From an optimization exercise on the open Yosys and OpenROAD flow, aimed at small area, a short achievable clock period and few clock cycles per item; shortcuts taken in it are not production practice.
In this exercise RTL edits were held to simulation tests only and were not proved equivalent to the original.
Power and IR drop assume default switching activity.

Design mini_gpu, start of the top module:
module mini_gpu #(
    parameter PIXEL_WIDTH           = 8,
    parameter ADDR_WIDTH            = 18,
    parameter FILTER_WIDTH          = 2,
    parameter ARRAY_WIDTH           = 4,
    parameter ZP_IMAGE_WIDTH        = 34,
    parameter ZP_IMAGE_HEIGHT       = 34
)(
    input                      i_clk,
    input                      i_nrst,
    input   [PIXEL_WIDTH-1:0]  i_mem_pixel,
    output  [ADDR_WIDTH-1 :0]  o_mem_addr,
    input                      i_start_pulse,
    input   [FILTER_WIDTH-1:0] i_filter_type,
    output                     o_finish_pulse,
    output                     o_filtered_wstb,
    output  [ADDR_WIDTH-1 :0]  o_filtered_addr,
    output  [PIXEL_WIDTH-1:0]  o_filtered_pixel
);
    localparam H = 6;                        
    wire       win_valid;
    wire       last_write;
    wire [3:0] mode;                         
    wire [PIXEL_WIDTH-1:0] pixel;
  ...
==> flow/config.mk <==
export PLATFORM = sky130hd
export DESIGN_NAME = mini_gpu
export DESIGN_NICKNAME = mini_gpu
export VERILOG_FILES = /design/flow/design.v
export SDC_FILE = /design/flow/constraint.sdc
export NUM_CORES = 4
export LEC_CHECK = 0
export CAP_MARGIN = 20
export CORE_MARGIN = 2
export CORE_UTILIZATION = 50
export CTS_BUF_LIST = sky130_fd_sc_hd__clkbuf_8
export SLEW_MARGIN = 20
==> flow/constraint.sdc <==
create_clock -name core_clock -period 20.0 [get_ports {i_clk}]
set_input_delay 4.0000 -clock core_clock [delete_from_list [all_inputs] [get_ports {i_clk}]]
set_output_delay 4.0000 -clock core_clock [all_outputs]
set_load 0.01 [all_outputs]
run.sh (not shown) runs the stock make flow with config.mk's settings and CLKGATE_MAP_FILE= SYNTH_SCRIPT=/design/flow/synth_recipe.tcl, a recipe that flattens the netlist after the stock synthesis.
The starting point ran to the end with no violations.
Testbench counts at the start, summed over its fixed seeds: cycles 35,712, frames 24.
Next try:
CORE_UTILIZATION = 25   (was 50)
CTS_BUF_LIST = not set   (was sky130_fd_sc_hd__clkbuf_8)
=>
- first-iteration DRC count goes up by well over a third
- maximum frequency drops slightly
- sequential share of layout area decreases by 1.8 points
- die area increases by well over a third

---

Starting RTL as in the previous note.
Design mini_gpu, start of the top module:
module mini_gpu #(
    parameter PIXEL_WIDTH           = 8,
    parameter ADDR_WIDTH            = 18,
    parameter FILTER_WIDTH          = 2,
    parameter ARRAY_WIDTH           = 4,
    parameter ZP_IMAGE_WIDTH        = 34,
    parameter ZP_IMAGE_HEIGHT       = 34
)(
    input                      i_clk,
    input                      i_nrst,
    input   [PIXEL_WIDTH-1:0]  i_mem_pixel,
    output  [ADDR_WIDTH-1 :0]  o_mem_addr,
    input                      i_start_pulse,
    input   [FILTER_WIDTH-1:0] i_filter_type,
    output                     o_finish_pulse,
    output                     o_filtered_wstb,
    output  [ADDR_WIDTH-1 :0]  o_filtered_addr,
    output  [PIXEL_WIDTH-1:0]  o_filtered_pixel
);
clock: 20.0 ns
lec_check: 0
cap_margin: 20
core_margin: 2
core_utilization: 50
slew_margin: 20
standard.sh (not shown) runs the stock make flow with config.mk's settings and CLKGATE_MAP_FILE= SYNTH_SCRIPT=/design/flow/synth_recipe.tcl, a recipe that flattens the netlist after the stock synthesis.
==> flow/flow/run.sh <==
#!/bin/bash
# Standard layout, with plain buffers on the ports and a lighter clock tree.
set -euo pipefail
bash standard.sh \
  "BUFFER_PORTS_ARGS=-buffer_cell sky130_fd_sc_hd__buf_1" \
  "CTS_ARGS=-sink_clustering_enable -repair_clock_nets -dont_use_dummy_load -buf_list sky130_fd_sc_hd__clkbuf_8 -sink_clustering_size 24" \
  finish > standard.log 2>&1
The baseline ran to the end with no violations.
Testbench counts at the start, summed over its fixed seeds: cycles 35,712, frames 24.
Next try:
==> flow/flow/run.sh (replaced) <==
#!/bin/bash
# Standard layout, with plain buffers on the ports and a lighter clock tree.
set -euo pipefail
bash standard.sh \
  "BUFFER_PORTS_ARGS=-buffer_cell sky130_fd_sc_hd__buf_1" \
  "CTS_ARGS=-sink_clustering_enable -repair_clock_nets -dont_use_dummy_load -buf_list sky130_fd_sc_hd__clkbuf_8 -sink_clustering_size 20 -sink_clustering_max_diameter 150" \
  finish > standard.log 2>&1
=> The changed run produced a clean layout. Setup slack loses 20 ps. Routed wire length falls slightly. Total power decreases by roughly a tenth. Register-to-register slack is about the same. Synthesized area stays the same. Cell area falls by a few percent. Maximum frequency shrinks slightly. Via count shrinks by a few percent. Die area is unchanged. Count of clock-buffer cells in the layout drops by 24. Global-route usage fell by 0.52 points.
Next try:
==> flow/flow/run.sh (replaced) <==
#!/bin/bash
# Standard layout, with plain buffers on the ports and a lighter clock tree.
set -euo pipefail
bash standard.sh \
  "BUFFER_PORTS_ARGS=-buffer_cell sky130_fd_sc_hd__buf_1" \
  "CTS_ARGS=-sink_clustering_enable -repair_clock_nets -dont_use_dummy_load -buf_list {sky130_fd_sc_hd__clkbuf_4 sky130_fd_sc_hd__clkbuf_8} -sink_clustering_size 20 -sink_clustering_max_diameter 150" \
  finish > standard.log 2>&1
Result: Global-route usage does not change; synthesized cell count does not change; hold slack is unchanged; worst setup slack does not change; die area stays the same; cell area does not change; first-iteration DRC count does not change; clock skew stays the same; combinational power stays flat; non-clock buffer count stays the same; synthesized area stays the same.

## static timing again, ports no longer ideal
The flow's constraints put no driver on any port. The routed layouts listed below were extracted and timed again, unchanged, in two steps. Step 1 sets driving cells, clkbuf_16 on the clock port and buf_2 on the other inputs (assumed; they add their load-dependent delay and slew). Step 2, shift: input delay + t, output delay - t, t = (earliest + latest rising clock arrival at the registers) / 2. This alone moves slack from input paths to output paths. Slacks: ideal / step 1 / step 2; pairs: ideal / step 1.
| run | t, ns | setup slack, ns | worst data-port slew with drivers (ns) |
|---|---|---|---|
| the first run of note 1 | 0.558 | 14.374 / 14.335 / 14.893 | 0.03 |
| the second run of note 1 | 0.577 | 14.337 / 14.289 / 14.865 | 0.03 |
| the first run of note 2 | 0.530 | 14.796 / 14.757 / 15.287 | 0.03 |
| the second run of note 2 | 0.545 | 14.776 / 14.739 / 15.285 | 0.03 |
| the third run of note 2 | 0.545 | 14.776 / 14.739 / 15.285 | 0.03 |
After both steps setup and hold are still met in every run listed.
